This is an optimization exercise on Yosys and OpenROAD, whose aim is small area, not a production implementation. In this exercise RTL edits were held to simulation tests only and were not proved equivalent to the original. Power is estimated from default activity; no workload was simulated.

[design/flow/config.mk]
export PLATFORM = sky130hd
export DESIGN_NAME = pong_top
export DESIGN_NICKNAME = pong_top
export VERILOG_FILES = /design/flow/design.v
export SDC_FILE = /design/flow/constraint.sdc
export NUM_CORES = 4
export LEC_CHECK = 0
export CAP_MARGIN = 20
export CORE_MARGIN = 2
export CORE_UTILIZATION = 40
export SLEW_MARGIN = 20
[design/flow/constraint.sdc]
create_clock -name core_clock -period 10.0 [get_ports {clk}]
set_input_delay 2.0000 -clock core_clock [delete_from_list [all_inputs] [get_ports {clk}]]
set_output_delay 2.0000 -clock core_clock [all_outputs]
set_load 0.01 [all_outputs]
[design/flow/design.v]
`timescale 1ns / 1ps
module AISO(reset, clk, reset_S);
    input           reset, clk;
    output  wire    reset_S;
    reg             Qmeta, Qok;
    always @ (posedge reset, posedge clk)
        begin 
        if (reset) {Qmeta,Qok}  <= 2'b0;
        else       {Qmeta,Qok} <= {1'b1,Qmeta};
        end
    assign reset_S = ~Qok;
endmodule
`timescale 1ns / 1ps
module pulsegeneration(reset, clk, tick);
    input               clk, reset;
    output              tick;
    reg       [19:0]    count, n_count;
    always @(posedge clk, posedge reset)
        if (reset) 
            count <= 0;
        else 
            count <= n_count;
    always @ (*)
        if(tick)
            n_count = 20'b0;
        else
            n_count = count + 1'b1;
    assign tick = (count == 20'd999_999);
endmodule
`timescale 1ns / 1ps
module DBstatemachine(reset, clk, sw, m_tick, out);
    input           clk, reset;
    input           sw, m_tick;
    output          out;
    reg     [2:0]   state, next_state;
    reg             out, next_out;
    parameter       ZERO = 3'b000, Wait1_1 = 3'b001, 
                    Wait1_2 = 3'b010, Wait1_3 = 3'b011,
                    ONE = 3'b100, Wait0_1 = 3'b101,
                    Wait0_2 = 3'b110, Wait0_3 = 3'b111;  
always @ (*)
    begin 
        case (state)
           ZERO:    {next_state, next_out} = (sw) ? {Wait1_1,1'b0} 
                                                  : {ZERO,1'b0};
           Wait1_1: {next_state, next_out} = (sw) ? (m_tick? {Wait1_2,1'b0} 
                                                  : {Wait1_1,1'b0}) 
                                                  : {ZERO,1'b0};
           Wait1_2: {next_state, next_out} = (sw) ? (m_tick? {Wait1_3,1'b0} 
                                                  : {Wait1_2,1'b0}) 
                                                  : {ZERO,1'b0};
           Wait1_3: {next_state, next_out} = (sw) ? (m_tick? {ONE,1'b1}     
                                                  : {Wait1_3,1'b0}) 
                                                  : {ZERO,1'b0}; 
           ONE    : {next_state, next_out} = (sw) ? {ONE, 1'b1} 
                                                  : {Wait0_1, 1'b1};
           Wait0_1: {next_state, next_out} = (sw) ? {ONE, 1'b1} 
                                                  : (m_tick? {Wait0_2,1'b1} 
                                                  : {Wait0_1,1'b1});
           Wait0_2: {next_state, next_out} = (sw) ? {ONE, 1'b1}
                                                  : (m_tick? {Wait0_3,1'b1} 
                                                  : {Wait0_2,1'b1});
           Wait0_3: {next_state, next_out} = (sw) ? {ONE, 1'b1} 
                                                  : (m_tick? {ZERO,1'b0}    
                                                  : {Wait0_3,1'b1});
           default: {next_state, next_out} = {ZERO, 1'b0};
        endcase
    end 
always @ (posedge reset, posedge clk) 
    if (reset) begin
        state <= 3'b000;
        out <= 1'b0;
        end
    else begin
        state <= next_state;
        out <= next_out;
        end
endmodule
`timescale 1ns / 1ps
module debounce (reset, clk, button_in, db_signal);
    input               reset, clk, button_in;
    output              db_signal;
    wire                tick;
    pulsegeneration 
        pulse           (.reset(reset), .clk(clk), .tick(tick));
    DBstatemachine
        statemachine    (.reset(reset), .clk(clk), .sw(button_in), 
                         .m_tick(tick), .out(db_signal));
endmodule
`timescale 1ns / 1ps
module pong_graph_animate(clk, rst, btn, video_on, pixel_x, pixel_y, graph_rgb);
    input                clk, rst;
    input        [1:0]   btn;
    input                video_on;
    input        [9:0]   pixel_x, pixel_y;
    output reg  [11:0]   graph_rgb;
    localparam  MAX_X = 640;
    localparam  MAX_Y = 480;
    wire         wall_on, paddle_on, sq_ball_on, rd_ball_on;
    wire  [11:0] wall_rgb, paddle_rgb, ball_rgb;
    wire   [9:0] paddle_y_t, paddle_y_b;
    reg    [9:0] paddle_y_reg, paddle_y_next;
    reg    [9:0] ball_x_reg, ball_y_reg;
    wire   [9:0] ball_x_next, ball_y_next;
    reg    [9:0] x_delta_reg, x_delta_next;
    reg    [9:0] y_delta_reg, y_delta_next;
    wire         refr_tick;
    always @(posedge clk, posedge rst)
        if (rst)
            begin
                paddle_y_reg <= 10'd204;
                ball_x_reg <= 0;
                ball_y_reg <= 0;
                x_delta_reg <= 10'h2;
                y_delta_reg <= 10'h2;
            end
         else 
            begin
                paddle_y_reg <= paddle_y_next;
                ball_x_reg <= ball_x_next;
                ball_y_reg <= ball_y_next;
                x_delta_reg <= x_delta_next;
                y_delta_reg <= y_delta_next;
            end
    assign refr_tick = (pixel_y == 481) && (pixel_x == 0);
    localparam WALL_X_L = 32;
    localparam WALL_X_R = 35;
    assign wall_on = (WALL_X_L <= pixel_x) && (pixel_x <= WALL_X_R);
    assign wall_rgb = 12'h00f;  
    localparam PADDLE_X_L = 600;
    localparam PADDLE_X_R = 603;
    localparam PADDLE_Y_SIZE = 72;
    localparam PADDLE_Y_T = MAX_Y/2 - PADDLE_Y_SIZE/2;  
    localparam PADDLE_Y_B = PADDLE_Y_T + PADDLE_Y_SIZE - 1;  
    localparam  PADDLE_V = 2;  
    assign paddle_y_t = paddle_y_reg;
    assign paddle_y_b = paddle_y_t + PADDLE_Y_SIZE - 1;
    assign paddle_on = (PADDLE_X_L <= pixel_x) && (pixel_x <= PADDLE_X_R) &&
                       (paddle_y_t <= pixel_y) && (pixel_y <= paddle_y_b);
    always @*
    begin 
        paddle_y_next = paddle_y_reg;
        if (refr_tick)
            if (btn[1] & (paddle_y_b < (MAX_Y -1 - PADDLE_V)))
                paddle_y_next = paddle_y_reg + PADDLE_V;  
            else if (btn[0] & (paddle_y_t > PADDLE_V))
                paddle_y_next = paddle_y_reg - PADDLE_V;  
    end
    assign paddle_rgb = 12'h0f0;    
    localparam BALL_SIZE = 8;
    wire [9:0]  ball_x_l, ball_x_r;  
    wire [9:0]  ball_y_t, ball_y_b;
    localparam BALL_V_P = 1;   
    localparam BALL_V_N = -1;  
    wire [2:0]  rom_addr, rom_col;
    wire        rom_bit;
    reg  [7:0]  rom_data;
    always @*
        case(rom_addr) 
            3'h0: rom_data = 8'b00111100;
            3'h1: rom_data = 8'b01111110;
            3'h2: rom_data = 8'b11111111;
            3'h3: rom_data = 8'b11111111;
            3'h4: rom_data = 8'b11111111;
            3'h5: rom_data = 8'b11111111;
            3'h6: rom_data = 8'b01111110;
            3'h7: rom_data = 8'b00111100;
        endcase
    assign ball_x_l = ball_x_reg;
    assign ball_y_t = ball_y_reg;
    assign ball_x_r = ball_x_l + BALL_SIZE - 1;
    assign ball_y_b = ball_y_t + BALL_SIZE - 1;
    assign rom_addr = pixel_y[2:0] - ball_y_t[2:0];
    assign rom_col = pixel_x[2:0] - ball_x_l[2:0];
    assign rom_bit = rom_data[rom_col];
    assign rd_ball_on = sq_ball_on & rom_bit;
    assign sq_ball_on = (ball_x_l <= pixel_x) && (pixel_x <= ball_x_r) &&
                        (ball_y_t <= pixel_y) && (pixel_y <= ball_y_b);
    assign ball_rgb = 12'hf00;   
    assign ball_x_next = (refr_tick) ? ball_x_reg + x_delta_reg : ball_x_reg;
    assign ball_y_next = (refr_tick) ? ball_y_reg + y_delta_reg : ball_y_reg;
    always @*
    begin
        x_delta_next = x_delta_reg;
        y_delta_next = y_delta_reg;
        if (ball_y_t < 1)  
            y_delta_next = BALL_V_P;
        else if (ball_y_b > (MAX_Y - 1))  
            y_delta_next = BALL_V_N;
        else if (ball_x_l <= WALL_X_R)   
            x_delta_next = BALL_V_P;     
        else if ((PADDLE_X_L <= ball_x_r) && (ball_x_r <= PADDLE_X_R) &&
                 (paddle_y_t <= ball_y_b) && (ball_y_t <= paddle_y_b))
            x_delta_next = BALL_V_N;
    end
    always @*
        if (~video_on)
            graph_rgb = 12'h0;
        else 
            if (wall_on)
                graph_rgb = wall_rgb;
            else if (paddle_on)
                graph_rgb = paddle_rgb;
            else if (rd_ball_on)
                graph_rgb = ball_rgb;
            else 
                graph_rgb = 12'haaa;
endmodule
`timescale 1ns / 1ps
module pong_top(clk, rst, btn, video_on, pixel_x, pixel_y, rgb);
    input           clk, rst;
    input    [1:0]  btn;
    input           video_on;
    input    [9:0]  pixel_x, pixel_y;
    output  [11:0]  rgb;
    wire            reset_S;
    wire     [1:0]  button;
    AISO
        AISO(.reset(rst), .clk(clk), .reset_S(reset_S));
    debounce
          d0(.reset(reset_S), .clk(clk), .button_in(btn[0]), .db_signal(button[0]));
    debounce
          d1(.reset(reset_S), .clk(clk), .button_in(btn[1]), .db_signal(button[1]));
    pong_graph_animate
         GRAPH(.clk(clk),
               .rst(reset_S),
               .btn(button),
               .video_on(video_on),
               .pixel_x(pixel_x),
               .pixel_y(pixel_y),
               .graph_rgb(rgb)
               );
endmodule
[design/flow/run.sh]
#!/bin/bash
# synth_recipe.tcl (not shown) runs the flow's synth.tcl, then flattens the netlist and writes it again
# the make line also repeats each setting of config.mk as NAME=value (left out here)
make -C /OpenROAD-flow-scripts/flow DESIGN_CONFIG=/design/flow/config.mk WORK_HOME=/design/flow/orfs CLKGATE_MAP_FILE= SYNTH_SCRIPT=/design/flow/synth_recipe.tcl finish
==> results.sh <==
export IMPL_status="timing/DRC/antenna clean"
export IMPL_fp_dieH_um=139
export IMPL_area_growth_syn_to_layout_pct=11.7
export IMPL_syn_area_per_cell_um2=8.71
export IMPL_fin_crit_ns=7.18
export IMPL_maxCapViolations=0
export IMPL_num_vias=5981
export IMPL_place_congestion=0.891
export IMPL_slowest_delay_ns=0.54
export IMPL_post_cts_resized=0
export IMPL_drive_gt1_frac=0.0488
export IMPL_internal_power_mw=0.569
export IMPL_reg_top3="d0.pulse.count x20, d1.pulse.count x20"
export IMPL_rsz0062_at_grt="no"
export IMPL_ys_seq_area_frac=0.288
export IMPL_fp_dieArea_mm2=0.0192
export IMPL_sw_frac_of_total=0.229
export IMPL_cts_max_path_buffers=2
export IMPL_wl_um=16600
export IMPL_ir_worst_vdd_mv=0.0820
export IMPL_crit_fanout=3
export IMPL_grt_pass1_wl_um=28400
export IMPL_routed_via_density=5.49
export IMPL_fin_crit_sh=0.718
export IMPL_critPathArrivalTime_ns=5.18
export IMPL_cts_hold_buf=0
export IMPL_synth_seq_cells=83
export IMPL_max_slew_margin_rel=0.341
export IMPL_final_common_cell="ha_1"
export IMPL_grt_overflow=0
export IMPL_tightest_slew_ns=0.989
export IMPL_cts_tree="yes"
export IMPL_cp_start_kind="input port"
export IMPL_ys_warn_count=4
export IMPL_hpwl_um=12700
export IMPL_hold_ws_ns=0.351
export IMPL_antenna_found_initial=0
export IMPL_path_cells="clkdlybuf4s50_1 > inv_1 > ha_1 > fa_1 > xor2_1 > o211ai_1 > o31a_1 > o22a_1 > o311ai_0 > a211oi_1 > and2_1 > clkdlybuf4s50_1"
export IMPL_crit_top_cell="clkdlybuf4s50_1"
export IMPL_initialDrtViolationCount=307
export IMPL_seqPwrFrac=0.460
export IMPL_layout_common_cells="99 x ha_1, 76 x dfrtp_1, 72 x nand2_1"
export IMPL_start_util=0.406
export IMPL_syn_cell_area_mm2=0.00725
export IMPL_switching_power_mw=0.169
export IMPL_num_io_pins=37
export IMPL_postRouteAntennaNets=0
export IMPL_cp_required_ns=8.00
export IMPL_synth_cell_types=68
export IMPL_die_x_um=139
export IMPL_slowest_stage="clkdlybuf4s50_1"
export IMPL_comb_power_share=0.088
export IMPL_clock_latency_ns=0.33
export IMPL_antenna_cells=0
export IMPL_synth_edf_count=0
export IMPL_p_leak_nw=3.67
export IMPL_avgRoutedWirePerCell_um=15.3
export IMPL_cts_root_buf="clkbuf_16"
export IMPL_num_rows=49
export IMPL_clk_pin_slew_ns=0.06
export IMPL_core_mm2=0.0178
export IMPL_powerDensity_mw_per_mm2=91.1
export IMPL_design_area_mm2=0.00809
export IMPL_report_final_setup_viol=0
export IMPL_track_usage=0.179
export IMPL_skew_ns=0.00922
export IMPL_fin_nets=985
export IMPL_ys_flop_type="dfrtp_1"
export IMPL_cts_setup_buffers=0
export IMPL_placed_cell_area_mm2=0.00778
export IMPL_worstSetupPathType="in2out"
export IMPL_cts_sinks=83
export IMPL_drv_slew=0
export IMPL_grt_max_degree=82
export IMPL_cts_buffers=9
export IMPL_hold_path_class="reg2reg"
export IMPL_io_buffer_count=36
export IMPL_drt_drc_violations_left=0
export IMPL_fmax_mhz=139
export IMPL_syn_inst=832
export IMPL_endpoint_kind="primary output"
export IMPL_htree_levels=3
export IMPL_ys_async_sr_fraction=1.00
export IMPL_dr_pass1_iters=5
export IMPL_first_global_vias=5705
export IMPL_hold_viol_final=0
export IMPL_finalSetupTns_ns=0
export IMPL_synth_nets=961
export IMPL_power_share_clock=0.451
==> Yosys cell counts (4+ instances only) <==
| cell type | count | area, um2 |
|---|---|---|
| dfstp_2 | 6 | 158 |
| and3_1 | 12 | 75.1 |
| clkbuf_1 | 16 | 60.1 |
| a211oi_1 | 10 | 75.1 |
| nor2_1 | 63 | 236 |
| nor3_1 | 25 | 125 |
| fa_1 | 5 | 100 |
| nand4_1 | 31 | 194 |
| nand2b_1 | 11 | 68.8 |
| or3_1 | 10 | 62.6 |
| a31oi_1 | 6 | 37.5 |
| a21o_1 | 9 | 67.6 |
| ha_1 | 99 | 1240 |
| dfrtp_1 | 77 | 1930 |
| o21ai_0 | 40 | 200 |
| buf_4 | 7 | 52.6 |
| xnor2_1 | 50 | 438 |
| nand3_1 | 34 | 170 |
| o31a_1 | 4 | 35.0 |
| o21bai_1 | 4 | 30.0 |
| inv_1 | 59 | 221 |
| nand2_1 | 72 | 270 |
| xor2_1 | 37 | 324 |
| o31ai_1 | 4 | 30.0 |
| nor2b_1 | 13 | 81.3 |
| a211o_1 | 5 | 43.8 |
| a21oi_1 | 36 | 180 |
| and4_1 | 5 | 43.8 |
| o21a_1 | 11 | 82.6 |
| o211ai_1 | 6 | 45.0 |
| nor4_1 | 10 | 62.6 |
==> final cells by class <==
class | instances | area [um2]
clock inverters | 5 | 61.3
well taps | 229 | 287
flip-flops and latches | 83 | 2090
fillers | 1728 | 9750
repair buffers | 41 | 402
inverters | 60 | 225
multi-input cells | 661 | 4790
clock buffers | 11 | 243
==> kinds of logic (layout without fill, tap and decap cells) <==
kind of cell    count (synthesis)  count (layout)  synth area share
xor+xnor                       89              89             0.111
compound gates                159             159             0.146
buf+inv                        88             117            0.0518
fa+ha+maj                     104             104             0.185
other cells                     1               1          0.000518
flops                          83              83             0.288
mux                             4               4           0.00587
simple gates                  304             304             0.212
==> metal layers <==
metal	part of all wire	global-route usage	up-vias
met5	0	0	-
met4	0.011	0.0483	0
met3	0.037	0.0193	16
met2	0.45	0.284	113
met1	0.50	0.261	2832
li1	-	-	3020
==> worst max-delay path: cells and delay by family <==
family / cells / cell delay [ns]
buffers and inverters: 3 / 1.11
AOI/OAI and AO/OA: 5 / 0.95
adders and majority gates: 2 / 0.72
and+or+nand+nor: 1 / 0.21
xor gates and xnor gates: 1 / 0.18
==> metrics by stage <==
| step | cells | worst slack, ns | power [mW] | util |
|---|---|---|---|---|
| floorplan | 832 | 3.90 | 0.384 | - |
| global placement | 1074 | 2.86 | 0.411 | 0.436 |
| detailed placement | 1074 | 2.83 | 0.411 | 0.436 |
| CTS | 1090 | 2.80 | 0.749 | 0.453 |
| global route | 1090 | 2.52 | 0.774 | 0.454 |
| finish | 1090 | 2.82 | 0.737 | 0.454 |
==> power groups by stage <==
stage / Combinational, mW / Clock (mW) / Sequential (mW)
finish: 0.0652 / 0.333 / 0.339
global route: 0.0738 / 0.361 / 0.339
CTS: 0.0659 / 0.344 / 0.339
detailed placement: 0.0653 / 0 / 0.345
global placement: 0.0653 / 0 / 0.345
floorplan: 0.0349 / 0 / 0.349
==> path summary, 6_finish.rpt <==
check / from / cells past startpoint / endpoint / slack (ns)
worst min-delay path: AISO.Qmeta / 0 / AISO.Qok / 0.35
worst max-delay path: pixel_x[0] / 12 / rgb[8] / 2.82
worst max register to register: GRAPH.paddle_y_reg[2] / 13 / GRAPH.x_delta_reg[8] / 6.24
worst min register to register: AISO.Qmeta / 0 / AISO.Qok / 0.35
min in group asynchronous: AISO.Qok / 1 / GRAPH.ball_x_reg[5] / 0.44
max in group asynchronous: rst / 2 / AISO.Qok / 8.06

[what the ideal ports hide]
No port has a modelled driver above. Below, the same layout with a new extraction and two added sets of constraints. Step 1 sets driving cells, clkbuf_16 on the clock port and buf_2 on the other inputs (assumed; they add their load-dependent delay and slew). Step 2 times the ports against the registers' clock, not the clock port: input delays grow and output delays shrink by t, the midpoint of the rising clock arrivals with the driver on. Three values: no drivers, after step 1, after step 2; two values: the first two.
t, ns: 0.368
setup WS [ns]: 2.819 / 2.794 / 2.794
worst setup path after step 2: input to output
pins driven straight from the clock port: 1
After both steps this run still meets setup and hold. For this run, drivers alone change the setup slack by -0.025 ns; drivers and shift together by -0.025 ns.
